Background: an optimization exercise with open tools, aiming at small area, a short achievable clock period and few clock cycles. Do not read the settings as production practice.
No functional check of the RTL was part of any run shown here.

==> flow/design.v, too long to show whole: its modules and the start of the top module <==
// module fxp_smul: 12 lines
// module cordic: 1318 lines
module cordic(i_clk, i_rst, i_en, o_vld, o_cosine, o_sine, i_theta);
  // ...
==> flow/flow/run.sh <==
#!/bin/bash
# Standard layout, with timing repair aiming for extra setup slack.
set -euo pipefail
export SETUP_SLACK_MARGIN=7.0
bash standard.sh > standard.log 2>&1
==> flow/standard.sh <==
#!/bin/bash
# synth_recipe.tcl (not shown) runs the flow's synth.tcl, then flattens the netlist and writes it again
# the make line also repeats each setting of config.mk as NAME=value (left out here)
make -C /OpenROAD-flow-scripts/flow DESIGN_CONFIG=/design/flow/config.mk WORK_HOME=/design/flow/orfs CLKGATE_MAP_FILE= SYNTH_SCRIPT=/design/flow/synth_recipe.tcl "${@:-finish}"
==> flow/config.mk <==
export PLATFORM = sky130hd
export DESIGN_NAME = cordic
export DESIGN_NICKNAME = cordic
export VERILOG_FILES = /design/flow/design.v
export SDC_FILE = /design/flow/constraint.sdc
export NUM_CORES = 4
export LEC_CHECK = 0
export CAP_MARGIN = 20
export CORE_MARGIN = 2
export CORE_UTILIZATION = 40
export SLEW_MARGIN = 20
export SYNTH_MEMORY_MAX_BITS = 16384
==> flow/constraint.sdc <==
create_clock -name core_clock -period 10.0 [get_ports {i_clk}]
set_input_delay 2.0000 -clock core_clock [delete_from_list [all_inputs] [get_ports {i_clk}]]
set_output_delay 2.0000 -clock core_clock [all_outputs]
set_load 0.01 [all_outputs]
==> run notes, run 1 <==
The setup clock skew after layout came out at ~0.06 ns. On the final layout, the worst hold slack is 0.309 ns. The number of clock buffers in the layout came out at 199. The share of the synthesized area in the top cell type came out at 32.3%. The number of antenna violations at the first check in global routing is 2. Setup repair after global routing could not meet its margin everywhere. The floorplan step set the die height to 465 µm. The fraction of final cell area spent on non-clock buffers in this run is just over 4%. The CTS tree is done. After synthesis, the cell types taking the most area are dfxtp_1 (32%), ha_1 (16%), xnor2_1 (9.4%). The post-synthesis cell count came out at between 9,000 and 10,000. The post-synthesis share of cell area spent on full adders, half adders and majority gates is 17.4%. After synthesis, the largest family of logic cells by area is compound AO/OA/AOI/OAI gates. Gates resized during post-CTS repair numbered between 500 and 600. Sequential elements use about a third of the synthesized area. The layout has approximately 460 buffers outside the clock class. Fill cells in the final layout number roughly 20,000.

During I/O placement, the number of pins put on the boundary was 76. Yosys mapped a number of flops with a built-in enable equal to 0. The core area is about 0.21 mm². The largest stage delay on the critical path came out at 0.58 ns.

The global routing stage identified its most utilized layer as met2. The cell taking the most area after synthesis is dfxtp_1. The arrival time reported for the critical path endpoint is 4.09 ns. The buffers inserted during post-CTS setup optimization came out at 114. In this run the critical register-to-register path is captured at qy_q30[31]$_DFF_P_.

In the final layout, the registers with the most flip-flops are vld: 30 flops, tx_q29: 20 flops, ty_q29: 20 flops. The clock tree buffer depth came out at 3. The number of diodes is 3. The summed negative setup slack over all endpoints came out at 0 ns. The worst-case headroom to the max-slew limit came out at 37.1%. The placed wire-length estimate is roughly 160 mm. The clock latency of the later-clocked register in the worst-skew pair is a little over 0.8 ns. Across the whole layout, multi-input logic makes up around 58% of the cell area. The post-synthesis compound-gate area fraction came out at roughly 20%. The mean number of vias per cell came out at approximately 5.3. In this run the critical register-to-register path is launched from ty_q29[8]$_DFF_P_. The largest individual stage delay along the critical path comes from the cell fa_1. The post-synthesis xor/xnor area fraction is between 10% and 20%. The sequential cell count of the final layout came out at between 1,000 and 1,500. The run finished with no timing, DRC or antenna violations.
==> run 2, diff against run 1 <==
--- a/flow/design.v
+++ b/flow/design.v
@@ -29,166 +29,192 @@
     wire sgn0;
     reg signed [18:0] phi0_q1;
     reg sat0_q1;
     reg sgn0_q1;
     wire n0;
     wire ltp0;
     wire ltn0;
     wire n1;
-    wire signed [18:0] pn0;
+    wire signed [18:0] cs0;
+    wire signed [18:0] ca0;
     wire signed [17:0] phi1;
     wire sat1;
     wire sgn1;
     reg signed [17:0] phi1_q2;
     reg sat1_q2;
     reg sgn1_q2;
     wire n2;
     wire ltp1;
     wire ltn1;
     wire n3;
-    wire signed [17:0] pn1;
+    wire signed [17:0] cs1;
+    wire signed [17:0] ca1;
     wire signed [16:0] phi2;
     wire sat2;
     wire sgn2;
     reg signed [16:0] phi2_q3;
     reg sat2_q3;
     reg sgn2_q3;
     wire n4;
     wire ltp2;
     wire ltn2;
     wire n5;
-    wire signed [16:0] pn2;
+    wire signed [16:0] cs2;
+    wire signed [16:0] ca2;
     wire signed [15:0] phi3;
     wire sat3;
     wire sgn3;
     reg signed [15:0] phi3_q4;
     reg sat3_q4;
     reg sgn3_q4;
     wire n6;
     wire ltp3;
     wire ltn3;
     wire n7;
-    wire signed [15:0] pn3;
+    wire signed [15:0] cs3;
+    wire signed [15:0] ca3;
     wire signed [14:0] phi4;
     wire sat4;
     wire sgn4;
     reg signed [14:0] phi4_q5;
     reg sat4_q5;
     reg sgn4_q5;
     wire n8;
     wire ltp4;
     wire ltn4;
     wire n9;
-    wire signed [14:0] pn4;
+    wire signed [14:0] cs4;
+    wire signed [14:0] ca4;
     wire signed [13:0] phi5;
     wire sat5;
     wire sgn5;
     reg signed [13:0] phi5_q6;
+    reg signed [13:0] phi5_q7;
     reg sat5_q6;
+    reg sat5_q7;
     reg sgn5_q6;
+    reg sgn5_q7;
     wire n10;
     wire ltp5;
     wire ltn5;
     wire n11;
-    wire signed [13:0] pn5;
+    wire signed [13:0] cs5;
+    wire signed [13:0] ca5;
     wire signed [12:0] phi6;
     wire sat6;
     wire sgn6;
-    reg signed [12:0] phi6_q7;
-    reg sat6_q7;
-    reg sgn6_q7;
+    reg signed [12:0] phi6_q8;
+    reg signed [12:0] phi6_q9;
+    reg sat6_q8;
+    reg sat6_q9;
+    reg sgn6_q8;
+    reg sgn6_q9;
     wire n12;
     wire ltp6;
     wire ltn6;
     wire n13;
-    wire signed [12:0] pn6;
+    wire signed [12:0] cs6;
+    wire signed [12:0] ca6;
     wire signed [11:0] phi7;
     wire sat7;
     wire sgn7;
-    reg signed [11:0] phi7_q8;
-    reg sat7_q8;
-    reg sgn7_q8;
+    reg signed [11:0] phi7_q10;
+    reg signed [11:0] phi7_q11;
+    reg sat7_q10;
+    reg sat7_q11;
+    reg sgn7_q10;
+    reg sgn7_q11;
     wire n14;
     wire ltp7;
     wire ltn7;
     wire n15;
-    wire signed [11:0] pn7;
+    wire signed [11:0] cs7;
+    wire signed [11:0] ca7;
     wire signed [10:0] phi8;
     wire sat8;
     wire sgn8;
-    reg signed [10:0] phi8_q9;
-    reg sat8_q9;
-    reg sgn8_q9;
+    reg signed [10:0] phi8_q12;
+    reg signed [10:0] phi8_q13;
+    reg sat8_q12;
+    reg sat8_q13;
+    reg sgn8_q12;
+    reg sgn8_q13;
     wire n16;
     wire ltp8;
     wire ltn8;
     wire n17;
-    wire signed [10:0] pn8;
+    wire signed [10:0] cs8;
+    wire signed [10:0] ca8;
     wire signed [9:0] phi9;
     wire sat9;
     wire sgn9;
-    reg signed [9:0] phi9_q10;
-    reg sat9_q10;
-    reg sgn9_q10;
+    reg signed [9:0] phi9_q14;
+    reg sat9_q14;
+    reg sgn9_q14;
     wire n18;
     wire ltp9;
     wire ltn9;
     wire n19;
-    wire signed [9:0] pn9;
+    wire signed [9:0] cs9;
+    wire signed [9:0] ca9;
     wire signed [8:0] phi10;
     wire sat10;
     wire sgn10;
-    reg signed [8:0] phi10_q11;
-    reg sat10_q11;
-    reg sgn10_q11;
+    reg signed [8:0] phi10_q15;
+    reg sat10_q15;
+    reg sgn10_q15;
     wire n20;
     wire ltp10;
     wire ltn10;
     wire n21;
-    wire signed [8:0] pn10;
+    wire signed [8:0] cs10;
+    wire signed [8:0] ca10;
     wire signed [7:0] phi11;
     wire sat11;
     wire sgn11;
-    reg signed [7:0] phi11_q12;
-    reg sat11_q12;
-    reg sgn11_q12;
+    reg signed [7:0] phi11_q16;
+    reg sat11_q16;
+    reg sgn11_q16;
     wire n22;
     wire ltp11;
     wire ltn11;
     wire n23;
-    wire signed [7:0] pn11;
+    wire signed [7:0] cs11;
+    wire signed [7:0] ca11;
     wire signed [6:0] phi12;
     wire sat12;
     wire sgn12;
-    reg signed [6:0] phi12_q13;
-    reg sat12_q13;
-    reg sgn12_q13;
+    reg signed [6:0] phi12_q17;
+    reg sat12_q17;
+    reg sgn12_q17;
     wire n24;
     wire ltp12;
     wire ltn12;
     wire n25;
-    wire signed [6:0] pn12;
+    wire signed [6:0] cs12;
+    wire signed [6:0] ca12;
     wire signed [5:0] phi13;
     wire sat13;
     wire sgn13;
-    reg signed [5:0] phi13_q14;
-    reg sat13_q14;
-    reg sgn13_q14;
+    reg signed [5:0] phi13_q18;
+    reg sat13_q18;
+    reg sgn13_q18;
     wire n26;
     wire ltp13;
     wire ltn13;
     wire n27;
-    wire signed [5:0] pn13;
+    wire signed [5:0] cs13;
+    wire signed [5:0] ca13;
     wire signed [3:0] phi14;
     wire sat14;
     wire sgn14;
-    reg signed [3:0] phi14_q15;
-    reg sat14_q15;
-    reg sgn14_q15;
+    reg signed [3:0] phi14_q19;
+    reg sat14_q19;
+    reg sgn14_q19;
     wire n28;
     wire ltp14;
     wire ltn14;
     wire n29;
     reg n0_q2;
     reg n0_q3;
     reg n0_q4;
     reg n0_q5;
@@ -228,300 +254,232 @@
     wire signed [18:0] xs9;
     wire signed [18:0] ys9;
     wire [19:0] x10_t;
     wire signed [18:0] x10;
     wire [19:0] y10_t;
     wire signed [18:0] y10;
     reg signed [18:0] x10_q8;
     reg signed [18:0] y10_q8;
-    reg n10_q7;
     reg n10_q8;
     wire signed [18:0] xs10;
     wire signed [18:0] ys10;
     wire [19:0] x11_t;
     wire signed [18:0] x11;
     wire [19:0] y11_t;
     wire signed [18:0] y11;
     reg signed [18:0] x11_q9;
     reg signed [18:0] y11_q9;
-    reg n11_q7;
     reg n11_q8;
     reg n11_q9;
     wire signed [18:0] xs11;
     wire signed [18:0] ys11;
     wire [19:0] x12_t;
     wire signed [18:0] x12;
     wire [19:0] y12_t;
     wire signed [18:0] y12;
     reg signed [18:0] x12_q10;
     reg signed [18:0] y12_q10;
-    reg n12_q8;
-    reg n12_q9;
     reg n12_q10;
     wire signed [18:0] xs12;
     wire signed [18:0] ys12;
     wire [19:0] x13_t;
     wire signed [18:0] x13;
     wire [19:0] y13_t;
     wire signed [18:0] y13;
     reg signed [18:0] x13_q11;
     reg signed [18:0] y13_q11;
-    reg n13_q8;
-    reg n13_q9;
     reg n13_q10;
     reg n13_q11;
     wire signed [18:0] xs13;
     wire signed [18:0] ys13;
     wire [19:0] x14_t;
     wire signed [18:0] x14;
     wire [19:0] y14_t;
     wire signed [18:0] y14;
     reg signed [18:0] x14_q12;
     reg signed [18:0] y14_q12;
-    reg n14_q9;
-    reg n14_q10;
-    reg n14_q11;
     reg n14_q12;
     wire signed [18:0] xs14;
     wire signed [18:0] ys14;
     wire [19:0] x15_t;
     wire signed [18:0] x15;
     wire [19:0] y15_t;
     wire signed [18:0] y15;
     reg signed [18:0] x15_q13;
     reg signed [18:0] y15_q13;
-    reg n15_q9;
-    reg n15_q10;
-    reg n15_q11;
     reg n15_q12;
     reg n15_q13;
     wire signed [18:0] xs15;
     wire signed [18:0] ys15;
     wire [19:0] x16_t;
     wire signed [18:0] x16;
     wire [19:0] y16_t;
     wire signed [18:0] y16;
     reg signed [18:0] x16_q14;
     reg signed [18:0] y16_q14;
-    reg n16_q10;
-    reg n16_q11;
-    reg n16_q12;
-    reg n16_q13;
     reg n16_q14;
     wire signed [18:0] xs16;
     wire signed [18:0] ys16;
     wire [19:0] x17_t;
     wire signed [18:0] x17;
     wire [19:0] y17_t;
     wire signed [18:0] y17;
     reg signed [18:0] x17_q15;
     reg signed [18:0] y17_q15;
-    reg n17_q10;
-    reg n17_q11;
-    reg n17_q12;
-    reg n17_q13;
     reg n17_q14;
     reg n17_q15;
     wire signed [18:0] xs17;
     wire signed [18:0] ys17;
     wire [19:0] x18_t;
     wire signed [18:0] x18;
     wire [19:0] y18_t;
     wire signed [18:0] y18;
     reg signed [18:0] x18_q16;
     reg signed [18:0] y18_q16;
-    reg n18_q11;
-    reg n18_q12;
-    reg n18_q13;
-    reg n18_q14;
     reg n18_q15;
     reg n18_q16;
     wire signed [18:0] xs18;
     wire signed [18:0] ys18;
     wire [19:0] x19_t;
     wire signed [18:0] x19;
     wire [19:0] y19_t;
     wire signed [18:0] y19;
     reg signed [18:0] x19_q17;
     reg signed [18:0] y19_q17;
-    reg n19_q11;
-    reg n19_q12;
-    reg n19_q13;
-    reg n19_q14;
     reg n19_q15;
     reg n19_q16;
     reg n19_q17;
     wire signed [18:0] xs19;
     wire signed [18:0] ys19;
     wire [19:0] x20_t;
     wire signed [18:0] x20;
     wire [19:0] y20_t;
     wire signed [18:0] y20;
     reg signed [18:0] x20_q18;
     reg signed [18:0] y20_q18;
-    reg n20_q12;
-    reg n20_q13;
-    reg n20_q14;
-    reg n20_q15;
     reg n20_q16;
     reg n20_q17;
     reg n20_q18;
     wire signed [18:0] xs20;
     wire signed [18:0] ys20;
     wire [19:0] x21_t;
     wire signed [18:0] x21;
     wire [19:0] y21_t;
     wire signed [18:0] y21;
     reg signed [18:0] x21_q19;
     reg signed [18:0] y21_q19;
-    reg n21_q12;
-    reg n21_q13;
-    reg n21_q14;
-    reg n21_q15;
     reg n21_q16;
     reg n21_q17;
     reg n21_q18;
     reg n21_q19;
     wire signed [18:0] xs21;
     wire signed [18:0] ys21;
     wire [19:0] x22_t;
     wire signed [18:0] x22;
     wire [19:0] y22_t;
     wire signed [18:0] y22;
     reg signed [18:0] x22_q20;
     reg signed [18:0] y22_q20;
-    reg n22_q13;
-    reg n22_q14;
-    reg n22_q15;
-    reg n22_q16;
     reg n22_q17;
     reg n22_q18;
     reg n22_q19;
     reg n22_q20;
     wire signed [18:0] xs22;
     wire signed [18:0] ys22;
     wire [19:0] x23_t;
     wire signed [18:0] x23;
     wire [19:0] y23_t;
     wire signed [18:0] y23;
     reg signed [18:0] x23_q21;
     reg signed [18:0] y23_q21;
-    reg n23_q13;
-    reg n23_q14;
-    reg n23_q15;
-    reg n23_q16;
     reg n23_q17;
     reg n23_q18;
     reg n23_q19;
     reg n23_q20;
     reg n23_q21;
     wire signed [18:0] xs23;
     wire signed [18:0] ys23;
     wire [19:0] x24_t;
     wire signed [18:0] x24;
     wire [19:0] y24_t;
     wire signed [18:0] y24;
     reg signed [18:0] x24_q22;
     reg signed [18:0] y24_q22;
-    reg n24_q14;
-    reg n24_q15;
-    reg n24_q16;
-    reg n24_q17;
     reg n24_q18;
     reg n24_q19;
     reg n24_q20;
     reg n24_q21;
     reg n24_q22;
     wire signed [18:0] xs24;
     wire signed [18:0] ys24;
     wire [19:0] x25_t;
     wire signed [18:0] x25;
     wire [19:0] y25_t;
     wire signed [18:0] y25;
     reg signed [18:0] x25_q23;
     reg signed [18:0] y25_q23;
-    reg n25_q14;
-    reg n25_q15;
-    reg n25_q16;
-    reg n25_q17;
     reg n25_q18;
     reg n25_q19;
     reg n25_q20;
     reg n25_q21;
     reg n25_q22;
     reg n25_q23;
     wire signed [18:0] xs25;
     wire signed [18:0] ys25;
     wire [19:0] x26_t;
     wire signed [18:0] x26;
     wire [19:0] y26_t;
     wire signed [18:0] y26;
     reg signed [18:0] x26_q24;
     reg signed [18:0] y26_q24;
-    reg n26_q15;
-    reg n26_q16;
-    reg n26_q17;
-    reg n26_q18;
     reg n26_q19;
     reg n26_q20;
     reg n26_q21;
     reg n26_q22;
     reg n26_q23;
     reg n26_q24;
     wire signed [18:0] xs26;
     wire signed [18:0] ys26;
     wire [19:0] x27_t;
     wire signed [18:0] x27;
     wire [19:0] y27_t;
     wire signed [18:0] y27;
     reg signed [18:0] x27_q25;
     reg signed [18:0] y27_q25;
-    reg n27_q15;
-    reg n27_q16;
-    reg n27_q17;
-    reg n27_q18;
     reg n27_q19;
     reg n27_q20;
     reg n27_q21;
     reg n27_q22;
     reg n27_q23;
     reg n27_q24;
     reg n27_q25;
     wire signed [18:0] xs27;
     wire signed [18:0] ys27;
     wire [19:0] x28_t;
     wire signed [18:0] x28;
     wire [19:0] y28_t;
     wire signed [18:0] y28;
     reg signed [18:0] x28_q26;
     reg signed [18:0] y28_q26;
-    reg n28_q16;
-    reg n28_q17;
-    reg n28_q18;
-    reg n28_q19;
     reg n28_q20;
     reg n28_q21;
     reg n28_q22;
     reg n28_q23;
     reg n28_q24;
     reg n28_q25;
     reg n28_q26;
     wire signed [18:0] xs28;
     wire signed [18:0] ys28;
     wire [19:0] x29_t;
     wire signed [18:0] x29;
     wire [19:0] y29_t;
     wire signed [18:0] y29;
     reg signed [18:0] x29_q27;
     reg signed [18:0] y29_q27;
-    reg n29_q16;
-    reg n29_q17;
-    reg n29_q18;
-    reg n29_q19;
     reg n29_q20;
     reg n29_q21;
     reg n29_q22;
     reg n29_q23;
     reg n29_q24;
     reg n29_q25;
     reg n29_q26;
     reg n29_q27;
@@ -545,129 +503,143 @@
     reg signed [32:0] qy_q30;
     assign th = i_theta;
     assign phi0 = th[18:0];
     assign sat0 = ~((&th[23:18]) | ~(|th[23:18]));
     assign sgn0 = th[23];
     assign n0 = sat0_q1 ? sgn0_q1 : phi0_q1[18];
     assign ltp0 = phi0_q1 < 19'sd51471;
     assign ltn0 = phi0_q1 < -19'sd51471;
-    assign n1 = sat0_q1 ? sgn0_q1 : (n0 ? ltn0 : ltp0);
-    assign pn0 = (n0 == n1) ? (n0 ? phi0_q1 + 19'sd102942 : phi0_q1 - 19'sd102942) : phi0_q1;
-    assign phi1 = pn0[17:0];
-    assign sat1 = sat0_q1 | ~((&pn0[18:17]) | ~(|pn0[18:17]));
-    assign sgn1 = sat0_q1 ? sgn0_q1 : pn0[18];
+    assign n1 = sat0_q1 ? sgn0_q1 : (phi0_q1[18] ? ltn0 : ltp0);
+    assign cs0 = phi0_q1 - 19'sd102942;
+    assign ca0 = phi0_q1 + 19'sd102942;
+    assign phi1 = ~ltp0 ? cs0[17:0] : ltn0 ? ca0[17:0] : phi0_q1[17:0];
+    assign sat1 = sat0_q1 | (~ltp0 ? ~((&cs0[18:17]) | ~(|cs0[18:17])) : ltn0 ? ~((&ca0[18:17]) | ~(|ca0[18:17])) : 1'b0);
+    assign sgn1 = sat0_q1 ? sgn0_q1 : ~ltp0 ? cs0[18] : ltn0 ? ca0[18] : phi0_q1[18];
     assign n2 = sat1_q2 ? sgn1_q2 : phi1_q2[17];
     assign ltp1 = phi1_q2 < 18'sd30385;
     assign ltn1 = phi1_q2 < -18'sd30385;
-    assign n3 = sat1_q2 ? sgn1_q2 : (n2 ? ltn1 : ltp1);
-    assign pn1 = (n2 == n3) ? (n2 ? phi1_q2 + 18'sd60770 : phi1_q2 - 18'sd60770) : phi1_q2;
-    assign phi2 = pn1[16:0];
-    assign sat2 = sat1_q2 | ~((&pn1[17:16]) | ~(|pn1[17:16]));
-    assign sgn2 = sat1_q2 ? sgn1_q2 : pn1[17];
+    assign n3 = sat1_q2 ? sgn1_q2 : (phi1_q2[17] ? ltn1 : ltp1);
+    assign cs1 = phi1_q2 - 18'sd60770;
+    assign ca1 = phi1_q2 + 18'sd60770;
+    assign phi2 = ~ltp1 ? cs1[16:0] : ltn1 ? ca1[16:0] : phi1_q2[16:0];
+    assign sat2 = sat1_q2 | (~ltp1 ? ~((&cs1[17:16]) | ~(|cs1[17:16])) : ltn1 ? ~((&ca1[17:16]) | ~(|ca1[17:16])) : 1'b0);
+    assign sgn2 = sat1_q2 ? sgn1_q2 : ~ltp1 ? cs1[17] : ltn1 ? ca1[17] : phi1_q2[17];
     assign n4 = sat2_q3 ? sgn2_q3 : phi2_q3[16];
     assign ltp2 = phi2_q3 < 17'sd16054;
     assign ltn2 = phi2_q3 < -17'sd16054;
-    assign n5 = sat2_q3 ? sgn2_q3 : (n4 ? ltn2 : ltp2);
-    assign pn2 = (n4 == n5) ? (n4 ? phi2_q3 + 17'sd32108 : phi2_q3 - 17'sd32108) : phi2_q3;
-    assign phi3 = pn2[15:0];
-    assign sat3 = sat2_q3 | ~((&pn2[16:15]) | ~(|pn2[16:15]));
-    assign sgn3 = sat2_q3 ? sgn2_q3 : pn2[16];
+    assign n5 = sat2_q3 ? sgn2_q3 : (phi2_q3[16] ? ltn2 : ltp2);
+    assign cs2 = phi2_q3 - 17'sd32108;
+    assign ca2 = phi2_q3 + 17'sd32108;
+    assign phi3 = ~ltp2 ? cs2[15:0] : ltn2 ? ca2[15:0] : phi2_q3[15:0];
+    assign sat3 = sat2_q3 | (~ltp2 ? ~((&cs2[16:15]) | ~(|cs2[16:15])) : ltn2 ? ~((&ca2[16:15]) | ~(|ca2[16:15])) : 1'b0);
+    assign sgn3 = sat2_q3 ? sgn2_q3 : ~ltp2 ? cs2[16] : ltn2 ? ca2[16] : phi2_q3[16];
     assign n6 = sat3_q4 ? sgn3_q4 : phi3_q4[15];
     assign ltp3 = phi3_q4 < 16'sd8149;
     assign ltn3 = phi3_q4 < -16'sd8149;
-    assign n7 = sat3_q4 ? sgn3_q4 : (n6 ? ltn3 : ltp3);
-    assign pn3 = (n6 == n7) ? (n6 ? phi3_q4 + 16'sd16298 : phi3_q4 - 16'sd16298) : phi3_q4;
-    assign phi4 = pn3[14:0];
-    assign sat4 = sat3_q4 | ~((&pn3[15:14]) | ~(|pn3[15:14]));
-    assign sgn4 = sat3_q4 ? sgn3_q4 : pn3[15];
+    assign n7 = sat3_q4 ? sgn3_q4 : (phi3_q4[15] ? ltn3 : ltp3);
+    assign cs3 = phi3_q4 - 16'sd16298;
+    assign ca3 = phi3_q4 + 16'sd16298;
+    assign phi4 = ~ltp3 ? cs3[14:0] : ltn3 ? ca3[14:0] : phi3_q4[14:0];
+    assign sat4 = sat3_q4 | (~ltp3 ? ~((&cs3[15:14]) | ~(|cs3[15:14])) : ltn3 ? ~((&ca3[15:14]) | ~(|ca3[15:14])) : 1'b0);
+    assign sgn4 = sat3_q4 ? sgn3_q4 : ~ltp3 ? cs3[15] : ltn3 ? ca3[15] : phi3_q4[15];
     assign n8 = sat4_q5 ? sgn4_q5 : phi4_q5[14];
     assign ltp4 = phi4_q5 < 15'sd4090;
     assign ltn4 = phi4_q5 < -15'sd4090;
-    assign n9 = sat4_q5 ? sgn4_q5 : (n8 ? ltn4 : ltp4);
-    assign pn4 = (n8 == n9) ? (n8 ? phi4_q5 + 15'sd8180 : phi4_q5 - 15'sd8180) : phi4_q5;
-    assign phi5 = pn4[13:0];
-    assign sat5 = sat4_q5 | ~((&pn4[14:13]) | ~(|pn4[14:13]));
-    assign sgn5 = sat4_q5 ? sgn4_q5 : pn4[14];
-    assign n10 = sat5_q6 ? sgn5_q6 : phi5_q6[13];
-    assign ltp5 = phi5_q6 < 14'sd2047;
-    assign ltn5 = phi5_q6 < -14'sd2047;
-    assign n11 = sat5_q6 ? sgn5_q6 : (n10 ? ltn5 : ltp5);
-    assign pn5 = (n10 == n11) ? (n10 ? phi5_q6 + 14'sd4094 : phi5_q6 - 14'sd4094) : phi5_q6;
-    assign phi6 = pn5[12:0];
-    assign sat6 = sat5_q6 | ~((&pn5[13:12]) | ~(|pn5[13:12]));
-    assign sgn6 = sat5_q6 ? sgn5_q6 : pn5[13];
-    assign n12 = sat6_q7 ? sgn6_q7 : phi6_q7[12];
-    assign ltp6 = phi6_q7 < 13'sd1023;
-    assign ltn6 = phi6_q7 < -13'sd1023;
-    assign n13 = sat6_q7 ? sgn6_q7 : (n12 ? ltn6 : ltp6);
-    assign pn6 = (n12 == n13) ? (n12 ? phi6_q7 + 13'sd2046 : phi6_q7 - 13'sd2046) : phi6_q7;
-    assign phi7 = pn6[11:0];
-    assign sat7 = sat6_q7 | ~((&pn6[12:11]) | ~(|pn6[12:11]));
-    assign sgn7 = sat6_q7 ? sgn6_q7 : pn6[12];
-    assign n14 = sat7_q8 ? sgn7_q8 : phi7_q8[11];
-    assign ltp7 = phi7_q8 < 12'sd511;
-    assign ltn7 = phi7_q8 < -12'sd511;
-    assign n15 = sat7_q8 ? sgn7_q8 : (n14 ? ltn7 : ltp7);
-    assign pn7 = (n14 == n15) ? (n14 ? phi7_q8 + 12'sd1022 : phi7_q8 - 12'sd1022) : phi7_q8;
-    assign phi8 = pn7[10:0];
-    assign sat8 = sat7_q8 | ~((&pn7[11:10]) | ~(|pn7[11:10]));
-    assign sgn8 = sat7_q8 ? sgn7_q8 : pn7[11];
-    assign n16 = sat8_q9 ? sgn8_q9 : phi8_q9[10];
-    assign ltp8 = phi8_q9 < 11'sd255;
-    assign ltn8 = phi8_q9 < -11'sd255;
-    assign n17 = sat8_q9 ? sgn8_q9 : (n16 ? ltn8 : ltp8);
-    assign pn8 = (n16 == n17) ? (n16 ? phi8_q9 + 11'sd510 : phi8_q9 - 11'sd510) : phi8_q9;
-    assign phi9 = pn8[9:0];
-    assign sat9 = sat8_q9 | ~((&pn8[10:9]) | ~(|pn8[10:9]));
-    assign sgn9 = sat8_q9 ? sgn8_q9 : pn8[10];
-    assign n18 = sat9_q10 ? sgn9_q10 : phi9_q10[9];
-    assign ltp9 = phi9_q10 < 10'sd127;
-    assign ltn9 = phi9_q10 < -10'sd127;
-    assign n19 = sat9_q10 ? sgn9_q10 : (n18 ? ltn9 : ltp9);
-    assign pn9 = (n18 == n19) ? (n18 ? phi9_q10 + 10'sd254 : phi9_q10 - 10'sd254) : phi9_q10;
-    assign phi10 = pn9[8:0];
-    assign sat10 = sat9_q10 | ~((&pn9[9:8]) | ~(|pn9[9:8]));
-    assign sgn10 = sat9_q10 ? sgn9_q10 : pn9[9];
-    assign n20 = sat10_q11 ? sgn10_q11 : phi10_q11[8];
-    assign ltp10 = phi10_q11 < 9'sd63;
-    assign ltn10 = phi10_q11 < -9'sd63;
-    assign n21 = sat10_q11 ? sgn10_q11 : (n20 ? ltn10 : ltp10);
-    assign pn10 = (n20 == n21) ? (n20 ? phi10_q11 + 9'sd126 : phi10_q11 - 9'sd126) : phi10_q11;
-    assign phi11 = pn10[7:0];
-    assign sat11 = sat10_q11 | ~((&pn10[8:7]) | ~(|pn10[8:7]));
-    assign sgn11 = sat10_q11 ? sgn10_q11 : pn10[8];
-    assign n22 = sat11_q12 ? sgn11_q12 : phi11_q12[7];
-    assign ltp11 = phi11_q12 < 8'sd31;
-    assign ltn11 = phi11_q12 < -8'sd31;
-    assign n23 = sat11_q12 ? sgn11_q12 : (n22 ? ltn11 : ltp11);
-    assign pn11 = (n22 == n23) ? (n22 ? phi11_q12 + 8'sd62 : phi11_q12 - 8'sd62) : phi11_q12;
-    assign phi12 = pn11[6:0];
-    assign sat12 = sat11_q12 | ~((&pn11[7:6]) | ~(|pn11[7:6]));
-    assign sgn12 = sat11_q12 ? sgn11_q12 : pn11[7];
-    assign n24 = sat12_q13 ? sgn12_q13 : phi12_q13[6];
-    assign ltp12 = phi12_q13 < 7'sd16;
-    assign ltn12 = phi12_q13 < -7'sd16;
-    assign n25 = sat12_q13 ? sgn12_q13 : (n24 ? ltn12 : ltp12);
-    assign pn12 = (n24 == n25) ? (n24 ? phi12_q13 + 7'sd32 : phi12_q13 - 7'sd32) : phi12_q13;
-    assign phi13 = pn12[5:0];
-    assign sat13 = sat12_q13 | ~((&pn12[6:5]) | ~(|pn12[6:5]));
-    assign sgn13 = sat12_q13 ? sgn12_q13 : pn12[6];
-    assign n26 = sat13_q14 ? sgn13_q14 : phi13_q14[5];
-    assign ltp13 = phi13_q14 < 6'sd8;
-    assign ltn13 = phi13_q14 < -6'sd8;
-    assign n27 = sat13_q14 ? sgn13_q14 : (n26 ? ltn13 : ltp13);
-    assign pn13 = (n26 == n27) ? (n26 ? phi13_q14 + 6'sd16 : phi13_q14 - 6'sd16) : phi13_q14;
-    assign phi14 = pn13[3:0];
-    assign sat14 = sat13_q14 | ~((&pn13[5:3]) | ~(|pn13[5:3]));
-    assign sgn14 = sat13_q14 ? sgn13_q14 : pn13[5];
-    assign n28 = sat14_q15 ? sgn14_q15 : phi14_q15[3];
-    assign ltp14 = phi14_q15 < 4'sd4;
-    assign ltn14 = phi14_q15 < -4'sd4;
-    assign n29 = sat14_q15 ? sgn14_q15 : (n28 ? ltn14 : ltp14);
+    assign n9 = sat4_q5 ? sgn4_q5 : (phi4_q5[14] ? ltn4 : ltp4);
+    assign cs4 = phi4_q5 - 15'sd8180;
+    assign ca4 = phi4_q5 + 15'sd8180;
+    assign phi5 = ~ltp4 ? cs4[13:0] : ltn4 ? ca4[13:0] : phi4_q5[13:0];
+    assign sat5 = sat4_q5 | (~ltp4 ? ~((&cs4[14:13]) | ~(|cs4[14:13])) : ltn4 ? ~((&ca4[14:13]) | ~(|ca4[14:13])) : 1'b0);
+    assign sgn5 = sat4_q5 ? sgn4_q5 : ~ltp4 ? cs4[14] : ltn4 ? ca4[14] : phi4_q5[14];
+    assign n10 = sat5_q7 ? sgn5_q7 : phi5_q7[13];
+    assign ltp5 = phi5_q7 < 14'sd2047;
+    assign ltn5 = phi5_q7 < -14'sd2047;
+    assign n11 = sat5_q7 ? sgn5_q7 : (phi5_q7[13] ? ltn5 : ltp5);
+    assign cs5 = phi5_q7 - 14'sd4094;
+    assign ca5 = phi5_q7 + 14'sd4094;
+    assign phi6 = ~ltp5 ? cs5[12:0] : ltn5 ? ca5[12:0] : phi5_q7[12:0];
+    assign sat6 = sat5_q7 | (~ltp5 ? ~((&cs5[13:12]) | ~(|cs5[13:12])) : ltn5 ? ~((&ca5[13:12]) | ~(|ca5[13:12])) : 1'b0);
+    assign sgn6 = sat5_q7 ? sgn5_q7 : ~ltp5 ? cs5[13] : ltn5 ? ca5[13] : phi5_q7[13];
+    assign n12 = sat6_q9 ? sgn6_q9 : phi6_q9[12];
+    assign ltp6 = phi6_q9 < 13'sd1023;
+    assign ltn6 = phi6_q9 < -13'sd1023;
+    assign n13 = sat6_q9 ? sgn6_q9 : (phi6_q9[12] ? ltn6 : ltp6);
+    assign cs6 = phi6_q9 - 13'sd2046;
+    assign ca6 = phi6_q9 + 13'sd2046;
+    assign phi7 = ~ltp6 ? cs6[11:0] : ltn6 ? ca6[11:0] : phi6_q9[11:0];
+    assign sat7 = sat6_q9 | (~ltp6 ? ~((&cs6[12:11]) | ~(|cs6[12:11])) : ltn6 ? ~((&ca6[12:11]) | ~(|ca6[12:11])) : 1'b0);
+    assign sgn7 = sat6_q9 ? sgn6_q9 : ~ltp6 ? cs6[12] : ltn6 ? ca6[12] : phi6_q9[12];
+    assign n14 = sat7_q11 ? sgn7_q11 : phi7_q11[11];
+    assign ltp7 = phi7_q11 < 12'sd511;
+    assign ltn7 = phi7_q11 < -12'sd511;
+    assign n15 = sat7_q11 ? sgn7_q11 : (phi7_q11[11] ? ltn7 : ltp7);
+    assign cs7 = phi7_q11 - 12'sd1022;
+    assign ca7 = phi7_q11 + 12'sd1022;
+    assign phi8 = ~ltp7 ? cs7[10:0] : ltn7 ? ca7[10:0] : phi7_q11[10:0];
+    assign sat8 = sat7_q11 | (~ltp7 ? ~((&cs7[11:10]) | ~(|cs7[11:10])) : ltn7 ? ~((&ca7[11:10]) | ~(|ca7[11:10])) : 1'b0);
+    assign sgn8 = sat7_q11 ? sgn7_q11 : ~ltp7 ? cs7[11] : ltn7 ? ca7[11] : phi7_q11[11];
+    assign n16 = sat8_q13 ? sgn8_q13 : phi8_q13[10];
+    assign ltp8 = phi8_q13 < 11'sd255;
+    assign ltn8 = phi8_q13 < -11'sd255;
+    assign n17 = sat8_q13 ? sgn8_q13 : (phi8_q13[10] ? ltn8 : ltp8);
+    assign cs8 = phi8_q13 - 11'sd510;
+    assign ca8 = phi8_q13 + 11'sd510;
+    assign phi9 = ~ltp8 ? cs8[9:0] : ltn8 ? ca8[9:0] : phi8_q13[9:0];
+    assign sat9 = sat8_q13 | (~ltp8 ? ~((&cs8[10:9]) | ~(|cs8[10:9])) : ltn8 ? ~((&ca8[10:9]) | ~(|ca8[10:9])) : 1'b0);
+    assign sgn9 = sat8_q13 ? sgn8_q13 : ~ltp8 ? cs8[10] : ltn8 ? ca8[10] : phi8_q13[10];
+    assign n18 = sat9_q14 ? sgn9_q14 : phi9_q14[9];
+    assign ltp9 = phi9_q14 < 10'sd127;
+    assign ltn9 = phi9_q14 < -10'sd127;
+    assign n19 = sat9_q14 ? sgn9_q14 : (phi9_q14[9] ? ltn9 : ltp9);
+    assign cs9 = phi9_q14 - 10'sd254;
+    assign ca9 = phi9_q14 + 10'sd254;
+    assign phi10 = ~ltp9 ? cs9[8:0] : ltn9 ? ca9[8:0] : phi9_q14[8:0];
+    assign sat10 = sat9_q14 | (~ltp9 ? ~((&cs9[9:8]) | ~(|cs9[9:8])) : ltn9 ? ~((&ca9[9:8]) | ~(|ca9[9:8])) : 1'b0);
+    assign sgn10 = sat9_q14 ? sgn9_q14 : ~ltp9 ? cs9[9] : ltn9 ? ca9[9] : phi9_q14[9];
+    assign n20 = sat10_q15 ? sgn10_q15 : phi10_q15[8];
+    assign ltp10 = phi10_q15 < 9'sd63;
+    assign ltn10 = phi10_q15 < -9'sd63;
+    assign n21 = sat10_q15 ? sgn10_q15 : (phi10_q15[8] ? ltn10 : ltp10);
+    assign cs10 = phi10_q15 - 9'sd126;
+    assign ca10 = phi10_q15 + 9'sd126;
+    assign phi11 = ~ltp10 ? cs10[7:0] : ltn10 ? ca10[7:0] : phi10_q15[7:0];
+    assign sat11 = sat10_q15 | (~ltp10 ? ~((&cs10[8:7]) | ~(|cs10[8:7])) : ltn10 ? ~((&ca10[8:7]) | ~(|ca10[8:7])) : 1'b0);
+    assign sgn11 = sat10_q15 ? sgn10_q15 : ~ltp10 ? cs10[8] : ltn10 ? ca10[8] : phi10_q15[8];
+    assign n22 = sat11_q16 ? sgn11_q16 : phi11_q16[7];
+    assign ltp11 = phi11_q16 < 8'sd31;
+    assign ltn11 = phi11_q16 < -8'sd31;
+    assign n23 = sat11_q16 ? sgn11_q16 : (phi11_q16[7] ? ltn11 : ltp11);
+    assign cs11 = phi11_q16 - 8'sd62;
+    assign ca11 = phi11_q16 + 8'sd62;
+    assign phi12 = ~ltp11 ? cs11[6:0] : ltn11 ? ca11[6:0] : phi11_q16[6:0];
+    assign sat12 = sat11_q16 | (~ltp11 ? ~((&cs11[7:6]) | ~(|cs11[7:6])) : ltn11 ? ~((&ca11[7:6]) | ~(|ca11[7:6])) : 1'b0);
+    assign sgn12 = sat11_q16 ? sgn11_q16 : ~ltp11 ? cs11[7] : ltn11 ? ca11[7] : phi11_q16[7];
+    assign n24 = sat12_q17 ? sgn12_q17 : phi12_q17[6];
+    assign ltp12 = phi12_q17 < 7'sd16;
+    assign ltn12 = phi12_q17 < -7'sd16;
+    assign n25 = sat12_q17 ? sgn12_q17 : (phi12_q17[6] ? ltn12 : ltp12);
+    assign cs12 = phi12_q17 - 7'sd32;
+    assign ca12 = phi12_q17 + 7'sd32;
+    assign phi13 = ~ltp12 ? cs12[5:0] : ltn12 ? ca12[5:0] : phi12_q17[5:0];
+    assign sat13 = sat12_q17 | (~ltp12 ? ~((&cs12[6:5]) | ~(|cs12[6:5])) : ltn12 ? ~((&ca12[6:5]) | ~(|ca12[6:5])) : 1'b0);
+    assign sgn13 = sat12_q17 ? sgn12_q17 : ~ltp12 ? cs12[6] : ltn12 ? ca12[6] : phi12_q17[6];
+    assign n26 = sat13_q18 ? sgn13_q18 : phi13_q18[5];
+    assign ltp13 = phi13_q18 < 6'sd8;
+    assign ltn13 = phi13_q18 < -6'sd8;
+    assign n27 = sat13_q18 ? sgn13_q18 : (phi13_q18[5] ? ltn13 : ltp13);
+    assign cs13 = phi13_q18 - 6'sd16;
+    assign ca13 = phi13_q18 + 6'sd16;
+    assign phi14 = ~ltp13 ? cs13[3:0] : ltn13 ? ca13[3:0] : phi13_q18[3:0];
+    assign sat14 = sat13_q18 | (~ltp13 ? ~((&cs13[5:3]) | ~(|cs13[5:3])) : ltn13 ? ~((&ca13[5:3]) | ~(|ca13[5:3])) : 1'b0);
+    assign sgn14 = sat13_q18 ? sgn13_q18 : ~ltp13 ? cs13[5] : ltn13 ? ca13[5] : phi13_q18[5];
+    assign n28 = sat14_q19 ? sgn14_q19 : phi14_q19[3];
+    assign ltp14 = phi14_q19 < 4'sd4;
+    assign ltn14 = phi14_q19 < -4'sd4;
+    assign n29 = sat14_q19 ? sgn14_q19 : (phi14_q19[3] ? ltn14 : ltp14);
     assign lutidx = {n7_q5,n6_q5,n5_q5,n4_q5,n3_q5,n2_q5,n1_q5,n0_q5};
     always @* begin
         case (lutidx)
             8'd0: begin xl = -19'sd176000; yl = -19'sd16800; end
             8'd1: begin xl = -19'sd16800; yl = 19'sd176000; end
             8'd2: begin xl = -19'sd16800; yl = 19'sd176000; end
             8'd3: begin xl = 19'sd176000; yl = 19'sd16800; end
             8'd4: begin xl = -19'sd119040; yl = 19'sd130720; end
@@ -1075,45 +1047,57 @@
         sgn2_q3 <= sgn2;
         phi3_q4 <= phi3;
         sat3_q4 <= sat3;
         sgn3_q4 <= sgn3;
         phi4_q5 <= phi4;
         sat4_q5 <= sat4;
         sgn4_q5 <= sgn4;
         phi5_q6 <= phi5;
+        phi5_q7 <= phi5_q6;
         sat5_q6 <= sat5;
+        sat5_q7 <= sat5_q6;
         sgn5_q6 <= sgn5;
-        phi6_q7 <= phi6;
-        sat6_q7 <= sat6;
-        sgn6_q7 <= sgn6;
-        phi7_q8 <= phi7;
-        sat7_q8 <= sat7;
-        sgn7_q8 <= sgn7;
-        phi8_q9 <= phi8;
-        sat8_q9 <= sat8;
-        sgn8_q9 <= sgn8;
-        phi9_q10 <= phi9;
-        sat9_q10 <= sat9;
-        sgn9_q10 <= sgn9;
-        phi10_q11 <= phi10;
-        sat10_q11 <= sat10;
-        sgn10_q11 <= sgn10;
-        phi11_q12 <= phi11;
-        sat11_q12 <= sat11;
-        sgn11_q12 <= sgn11;
-        phi12_q13 <= phi12;
-        sat12_q13 <= sat12;
-        sgn12_q13 <= sgn12;
-        phi13_q14 <= phi13;
-        sat13_q14 <= sat13;
-        sgn13_q14 <= sgn13;
-        phi14_q15 <= phi14;
-        sat14_q15 <= sat14;
-        sgn14_q15 <= sgn14;
+        sgn5_q7 <= sgn5_q6;
+        phi6_q8 <= phi6;
+        phi6_q9 <= phi6_q8;
+        sat6_q8 <= sat6;
+        sat6_q9 <= sat6_q8;
+        sgn6_q8 <= sgn6;
+        sgn6_q9 <= sgn6_q8;
+        phi7_q10 <= phi7;
+        phi7_q11 <= phi7_q10;
+        sat7_q10 <= sat7;
+        sat7_q11 <= sat7_q10;
+        sgn7_q10 <= sgn7;
+        sgn7_q11 <= sgn7_q10;
+        phi8_q12 <= phi8;
+        phi8_q13 <= phi8_q12;
+        sat8_q12 <= sat8;
+        sat8_q13 <= sat8_q12;
+        sgn8_q12 <= sgn8;
+        sgn8_q13 <= sgn8_q12;
+        phi9_q14 <= phi9;
+        sat9_q14 <= sat9;
+        sgn9_q14 <= sgn9;
+        phi10_q15 <= phi10;
+        sat10_q15 <= sat10;
+        sgn10_q15 <= sgn10;
+        phi11_q16 <= phi11;
+        sat11_q16 <= sat11;
+        sgn11_q16 <= sgn11;
+        phi12_q17 <= phi12;
+        sat12_q17 <= sat12;
+        sgn12_q17 <= sgn12;
+        phi13_q18 <= phi13;
+        sat13_q18 <= sat13;
+        sgn13_q18 <= sgn13;
+        phi14_q19 <= phi14;
+        sat14_q19 <= sat14;
+        sgn14_q19 <= sgn14;
         n0_q2 <= n0;
         n0_q3 <= n0_q2;
         n0_q4 <= n0_q3;
         n0_q5 <= n0_q4;
         n1_q2 <= n1;
         n1_q3 <= n1_q2;
         n1_q4 <= n1_q3;
         n1_q5 <= n1_q4;
@@ -1133,187 +1117,119 @@
         y8_q6 <= y8;
         n8_q6 <= n8;
         x9_q7 <= x9;
         y9_q7 <= y9;
         n9_q6 <= n9;
         n9_q7 <= n9_q6;
         x10_q8 <= x10;
         y10_q8 <= y10;
-        n10_q7 <= n10;
-        n10_q8 <= n10_q7;
+        n10_q8 <= n10;
         x11_q9 <= x11;
         y11_q9 <= y11;
-        n11_q7 <= n11;
-        n11_q8 <= n11_q7;
+        n11_q8 <= n11;
         n11_q9 <= n11_q8;
         x12_q10 <= x12;
         y12_q10 <= y12;
-        n12_q8 <= n12;
-        n12_q9 <= n12_q8;
-        n12_q10 <= n12_q9;
+        n12_q10 <= n12;
         x13_q11 <= x13;
         y13_q11 <= y13;
-        n13_q8 <= n13;
-        n13_q9 <= n13_q8;
-        n13_q10 <= n13_q9;
+        n13_q10 <= n13;
         n13_q11 <= n13_q10;
         x14_q12 <= x14;
         y14_q12 <= y14;
-        n14_q9 <= n14;
-        n14_q10 <= n14_q9;
-        n14_q11 <= n14_q10;
-        n14_q12 <= n14_q11;
+        n14_q12 <= n14;
         x15_q13 <= x15;
         y15_q13 <= y15;
-        n15_q9 <= n15;
-        n15_q10 <= n15_q9;
-        n15_q11 <= n15_q10;
-        n15_q12 <= n15_q11;
+        n15_q12 <= n15;
         n15_q13 <= n15_q12;
         x16_q14 <= x16;
         y16_q14 <= y16;
-        n16_q10 <= n16;
-        n16_q11 <= n16_q10;
-        n16_q12 <= n16_q11;
-        n16_q13 <= n16_q12;
-        n16_q14 <= n16_q13;
+        n16_q14 <= n16;
         x17_q15 <= x17;
         y17_q15 <= y17;
-        n17_q10 <= n17;
-        n17_q11 <= n17_q10;
-        n17_q12 <= n17_q11;
-        n17_q13 <= n17_q12;
-        n17_q14 <= n17_q13;
+        n17_q14 <= n17;
         n17_q15 <= n17_q14;
         x18_q16 <= x18;
         y18_q16 <= y18;
-        n18_q11 <= n18;
-        n18_q12 <= n18_q11;
-        n18_q13 <= n18_q12;
-        n18_q14 <= n18_q13;
-        n18_q15 <= n18_q14;
+        n18_q15 <= n18;
         n18_q16 <= n18_q15;
         x19_q17 <= x19;
         y19_q17 <= y19;
-        n19_q11 <= n19;
-        n19_q12 <= n19_q11;
-        n19_q13 <= n19_q12;
-        n19_q14 <= n19_q13;
-        n19_q15 <= n19_q14;
+        n19_q15 <= n19;
         n19_q16 <= n19_q15;
         n19_q17 <= n19_q16;
         x20_q18 <= x20;
         y20_q18 <= y20;
-        n20_q12 <= n20;
-        n20_q13 <= n20_q12;
-        n20_q14 <= n20_q13;
-        n20_q15 <= n20_q14;
-        n20_q16 <= n20_q15;
+        n20_q16 <= n20;
         n20_q17 <= n20_q16;
         n20_q18 <= n20_q17;
         x21_q19 <= x21;
         y21_q19 <= y21;
-        n21_q12 <= n21;
-        n21_q13 <= n21_q12;
-        n21_q14 <= n21_q13;
-        n21_q15 <= n21_q14;
-        n21_q16 <= n21_q15;
+        n21_q16 <= n21;
         n21_q17 <= n21_q16;
         n21_q18 <= n21_q17;
         n21_q19 <= n21_q18;
         x22_q20 <= x22;
         y22_q20 <= y22;
-        n22_q13 <= n22;
-        n22_q14 <= n22_q13;
-        n22_q15 <= n22_q14;
-        n22_q16 <= n22_q15;
-        n22_q17 <= n22_q16;
+        n22_q17 <= n22;
         n22_q18 <= n22_q17;
         n22_q19 <= n22_q18;
         n22_q20 <= n22_q19;
         x23_q21 <= x23;
         y23_q21 <= y23;
-        n23_q13 <= n23;
-        n23_q14 <= n23_q13;
-        n23_q15 <= n23_q14;
-        n23_q16 <= n23_q15;
-        n23_q17 <= n23_q16;
+        n23_q17 <= n23;
         n23_q18 <= n23_q17;
         n23_q19 <= n23_q18;
         n23_q20 <= n23_q19;
         n23_q21 <= n23_q20;
         x24_q22 <= x24;
         y24_q22 <= y24;
-        n24_q14 <= n24;
-        n24_q15 <= n24_q14;
-        n24_q16 <= n24_q15;
-        n24_q17 <= n24_q16;
-        n24_q18 <= n24_q17;
+        n24_q18 <= n24;
         n24_q19 <= n24_q18;
         n24_q20 <= n24_q19;
         n24_q21 <= n24_q20;
         n24_q22 <= n24_q21;
         x25_q23 <= x25;
         y25_q23 <= y25;
-        n25_q14 <= n25;
-        n25_q15 <= n25_q14;
-        n25_q16 <= n25_q15;
-        n25_q17 <= n25_q16;
-        n25_q18 <= n25_q17;
+        n25_q18 <= n25;
         n25_q19 <= n25_q18;
         n25_q20 <= n25_q19;
         n25_q21 <= n25_q20;
         n25_q22 <= n25_q21;
         n25_q23 <= n25_q22;
         x26_q24 <= x26;
         y26_q24 <= y26;
-        n26_q15 <= n26;
-        n26_q16 <= n26_q15;
-        n26_q17 <= n26_q16;
-        n26_q18 <= n26_q17;
-        n26_q19 <= n26_q18;
+        n26_q19 <= n26;
         n26_q20 <= n26_q19;
         n26_q21 <= n26_q20;
         n26_q22 <= n26_q21;
         n26_q23 <= n26_q22;
         n26_q24 <= n26_q23;
         x27_q25 <= x27;
         y27_q25 <= y27;
-        n27_q15 <= n27;
-        n27_q16 <= n27_q15;
-        n27_q17 <= n27_q16;
-        n27_q18 <= n27_q17;
-        n27_q19 <= n27_q18;
+        n27_q19 <= n27;
         n27_q20 <= n27_q19;
         n27_q21 <= n27_q20;
         n27_q22 <= n27_q21;
         n27_q23 <= n27_q22;
         n27_q24 <= n27_q23;
         n27_q25 <= n27_q24;
         x28_q26 <= x28;
         y28_q26 <= y28;
-        n28_q16 <= n28;
-        n28_q17 <= n28_q16;
-        n28_q18 <= n28_q17;
-        n28_q19 <= n28_q18;
-        n28_q20 <= n28_q19;
+        n28_q20 <= n28;
         n28_q21 <= n28_q20;
         n28_q22 <= n28_q21;
         n28_q23 <= n28_q22;
         n28_q24 <= n28_q23;
         n28_q25 <= n28_q24;
         n28_q26 <= n28_q25;
         x29_q27 <= x29;
         y29_q27 <= y29;
-        n29_q16 <= n29;
-        n29_q17 <= n29_q16;
-        n29_q18 <= n29_q17;
-        n29_q19 <= n29_q18;
-        n29_q20 <= n29_q19;
+        n29_q20 <= n29;
         n29_q21 <= n29_q20;
         n29_q22 <= n29_q21;
         n29_q23 <= n29_q22;
         n29_q24 <= n29_q23;
         n29_q25 <= n29_q24;
         n29_q26 <= n29_q25;
         n29_q27 <= n29_q26;
         x30_q28 <= x30;
==> flow/flow/run.sh (replaced) <==
#!/bin/bash
# The standard layout (standard.sh), with timing repair aiming for extra setup slack.
set -euo pipefail
export SETUP_SLACK_MARGIN=6.5
bash standard.sh > standard.log 2>&1
==> run notes, run 2 <==
The top fanout value on the critical path is 6 (was 4). The worst-case headroom to the max-slew limit is 25.5% (was 37.1%). The wire length of the first global-routing pass came out at 328 mm (was 335 mm).

The number of design-rule violations left by the first detailed-router iteration came out at 4,029 (was 3,345). The measured slew at the worst slew-check pin came out at 1.11 ns (was 0.938 ns). The number of buffers and inverters on the critical path came out at 2 (was 0). The clock latency of the later-clocked register in the worst-skew pair was 0.81 ns (was 0.83 ns). The share of the synthesized area in the top cell type came out at 31.9% (was 32.3%). The summed negative setup slack over all endpoints was 0 ns (unchanged). The largest net degree at the start of global routing is 94 (was 64). The global route total overflow is 0 (unchanged). The flip-flop count of the largest register, all copies and words added is 30 (unchanged). The average size of a mapped cell came out at 8.86 µm² (was 9.03 µm²). Highest-count cells in the layout ignoring fill and taps: dfxtp_1 (1,330), ha_1 (969), xnor2_1 (889), a21oi_1 (730), nor2_1 (673) (was dfxtp_1 (1,275), ha_1 (1,002), xnor2_1 (881), a21oi_1 (694), nor2_1 (616)). The number of distinct library cells after synthesis came out at 99 (was 97).

The clock tree buffer depth came out at 3 (unchanged). The number of nets in the synthesized netlist came out at 10,700 (was 10,600). The number of hold violations in the final report was 0 (unchanged).

The H-tree depth reported by CTS is 4 (unchanged). The count of flip-flops with a built-in enable after synthesis came out at 0 (unchanged). The count of buffers from port buffering is 75 (unchanged). The number of vias in the routed layout is 67,400 (was 67,900). The x dimension of the die came to 466 µm (was 465 µm). Leading cell types by total area after synthesis: dfxtp_1 (32%), ha_1 (14%), xnor2_1 (9.2%) (was dfxtp_1 (32%), ha_1 (16%), xnor2_1 (9.4%)). The root buffer cell is clkbuf_16 (unchanged).

The startpoint class of the critical path is a flop (unchanged). The total setup violations reported at the end of the flow was 0 (unchanged). The number of diodes is 0 (was 3). The via count of the first global-routing pass is 65,300 (was 66,200). The arrival time reported for the critical path endpoint came out at 4.25 ns (was 4.09 ns).

The fraction of synthesis flops using an asynchronous set or reset pin is 0% (unchanged). The weighted congestion reported at the end of routability-driven placement came out at 0.888 (was 0.908). The clock net sink count came out at 1,360 (was 1,370).

The largest stage delay on the critical path is 0.53 ns (was 0.58 ns). The cell type with the highest occurrence count on the critical path is a21oi_2 (was a21o_1). The effective utilization at floorplan came out at 40.2% (about the same).

The die height was 466 µm (was 465 µm). The fraction of the cycle the final worst path needs is 35.7% (was 33.7%). The mean number of vias per cell came out at 5.34 (was 5.30). The pre-CTS setup slack came to 5.88 ns (was 6.12 ns). The cell taking the most area after synthesis is dfxtp_1 (unchanged). The final routed wire length divided by cell count is 15.9 µm (was 16.6 µm). The CTS tree is done (unchanged). The data required time of the critical path is 10.68 ns (was 10.72 ns).

Registers with the most flip-flops: vld: 30 flops, tx_q29: 20 flops, ty_q29: 20 flops (unchanged). The proportion of layout cells with a drive suffix above 1 is 5.81% (was 14.7%). The critical path's top delay family is adder cells (unchanged). The placed wire-length estimate came out at 157 mm (was 156 mm). The residual DRC count is 0 (unchanged). The sequential fraction of the synthesis area was 31.9% (was 32.3%).

The global router's overall resource usage came out at 18.0% (was 18.5%). The minimum clock period came out at 3.57 ns (was 3.37 ns). The number of slew-limit violations in the final report came out at 0 (unchanged). The master of the slowest instance on the critical path was fa_1 (unchanged). The synthesized cell area came out at 0.0853 mm² (was 0.0850 mm²).

Setup repair after global routing missed its margin: true (unchanged). Top cells by count, synth: dfxtp_1 (1,360), ha_1 (984), xnor2_1 (891) (was dfxtp_1 (1,370), ha_1 (1,064), xnor2_1 (912)). The clock transition time at the flip-flop clock pins of the worst setup and hold paths came out at 0.06 ns (about the same). The leading cell type by number of instances after synthesis was dfxtp_1 (unchanged).

Cells along the critical path: fa_1 -> inv_1 -> fa_1 -> inv_1 -> ha_2 -> a21oi_2 -> nand2_1 -> nor4b_4 -> a21oi_4 -> a21oi_2 -> a21oi_2 -> or4_1 -> and3_1 (was fa_1 -> fa_1 -> ha_4 -> a21o_1 -> a21o_1 -> a21o_1 -> nor2b_4 -> or3_4 -> a41o_4 -> and2_4 -> o31ai_4 -> xnor2_1). Run status: finished clean (unchanged). The number of routed nets with antenna violations is 0 (unchanged).

The worst-case setup margin in the final layout came to 6.43 ns (was 6.63 ns). The floorplan die area came out at 0.217 mm² (was 0.216 mm²). The critical path class is flop to flop (unchanged). The post-synthesis cell count was 9,620 (was 9,418). The number of synthesized register bits is 1,360 (was 1,370). The largest register by flop count is vld (unchanged). The tightest hold margin came out at 0.308 ns (was 0.309 ns). The most frequent standard cell in the layout excluding fill and tap cells is dfxtp_1 (unchanged). The prevailing post-synth register cell is dfxtp_1 (unchanged). The core area was 0.212 mm² (about the same). The path type of the worst min-delay path is flop to flop (unchanged). The detailed-routing iteration count for the pre-antenna-repair pass was 6 (unchanged). The area growth from synthesis to layout came out at 11.5% (was 19.1%). The count of boundary I/O pins came out at 76 (unchanged). The number of clock buffers inserted by TritonCTS was 159 (was 157).

The total wire length after detailed routing came out at 201 mm (was 212 mm). The maximum operating frequency came out at 0.280 GHz (was 0.297 GHz). The number of max-cap violations was 0 (unchanged). The number of nets in the layout came out at 10,700 (was 11,000).

The category of the worst setup path capture point is a flop (unchanged). The row count came to 169 (unchanged). The number of buffers inserted by hold repair at cts came out at 0 (unchanged). The number of antenna violations at the first check in global routing is 0 (was 2). The setup clock skew after layout came out at 0.0363 ns (was 0.0600 ns).

The yosys synthesis warning count came to 1 (unchanged).
[run 2: changes by cell type after synthesis, moves of 38 or more]
| cell | delta |
|---|---|
| nand3_1 | +103 |
| a211oi_1 | -46 |
| ha_1 | -80 |
| o21ai_0 | -90 |
| nor2_1 | +49 |
| o21ai_1 | +51 |
| a21oi_1 | -38 |
| o21a_1 | -39 |
| nand2_1 | +52 |
| clkbuf_1 | +60 |
[run 2: cell families (layout without fill, tap and decap cells)]
family / after synthesis / after routing / share of synthesized area [%]
mux: 56 / 56 / 0.696
fa+ha+maj: 1047 / 1047 / 15.9
flops: 1360 / 1360 / 31.9
simple gates: 2432 / 2432 / 13.8
buf+inv: 742 / 926 / 3.37
compound gates: 2592 / 2592 / 20.0
xor+xnor: 1391 / 1391 / 14.3
[run 2: worst reg2reg max path: cells and delay by family, from the launching register on]
kind | cells | cell delay [ns]
buffers and inverters | 2 | 0.10
and+or+nand+nor | 4 | 1.10
AOI/OAI and AO/OA | 4 | 0.53
DFF | 1 | 0.36
adders and majority gates | 3 | 1.36
[run 2: final timing paths]
| kind | startpoint | to | slack, ns | cells past startpoint |
|---|---|---|---|---|
| min reg2reg | phi6_q8[5]$_DFF_P_ | phi6_q9[5]$_DFF_P_ | 0.31 | 0 |
| max | ty_q29[9]$_DFF_P_ | qy_q30[32]$_DFF_P_ | 6.43 | 13 |
| min | phi6_q8[5]$_DFF_P_ | phi6_q9[5]$_DFF_P_ | 0.31 | 0 |
| max reg2reg | ty_q29[9]$_DFF_P_ | qy_q30[32]$_DFF_P_ | 6.43 | 13 |
[run 2: repair_timing]
item                                    in CTS  in global routing
pin swaps                                   12                 22
gates resized for setup                     88                104
endpoints found under the setup margin      89                125
buffers inserted                            12                 12
[run 2: per-stage QoR]
step	utilization, %	instance area, µm²	cells
after global routing	44.9	95100	12600
after detailed placement	41.9	88800	12300
final	44.9	95100	12600
after CTS	44.6	94600	12600
after global placement	41.9	88800	12300
after floorplan	-	85300	9620
[run 2: area by class of cell]
class | instances | area (µm²)
Clock buffer | 215 | 4560
Inverter | 503 | 1900
Tap cell | 2821 | 3530
Clock inverter | 77 | 1010
Multi-Input combinational cell | 7518 | 55700
Sequential cell | 1360 | 27300
Timing Repair Buffer | 131 | 1140
Fill cell | 20400 | 117000
[run 2: metal layers]
metal | GRT usage [%] | wire [µm]
met5 | 0 | 0
met4 | 5.61 | 5530
met3 | 2.25 | 6830
met2 | 31.5 | 96600
met1 | 22.8 | 92100

## what the ideal ports hide
In the flow no input, the clock included, has a driving cell. The finished layouts below were timed again as built, in two steps. Step 1 sets driving cells, clkbuf_16 on the clock port and buf_2 on the other inputs (assumed; they add their load-dependent delay and slew). Step 2, shift: input delay + t, output delay - t, t = (earliest + latest rising clock arrival at the registers) / 2. This alone moves slack from input paths to output paths. Slacks: no drivers / after step 1 / after step 2; pairs: no drivers / after step 1.
run | t, ns | setup WS [ns] | worst register clock-pin slew, ns | worst slew at a driven data input, ns
run 1 | 0.883 | 6.631 / 6.583 / 6.603 | 0.07 / 0.07 | 0.04
run 2 | 0.869 | 6.434 / 6.434 / 6.434 | 0.06 / 0.06 | 0.04
After both steps every run listed still meets setup and hold. The setup slack of run 1, which loses most, moves by -0.048 ns with the drivers and by -0.028 ns with both steps.
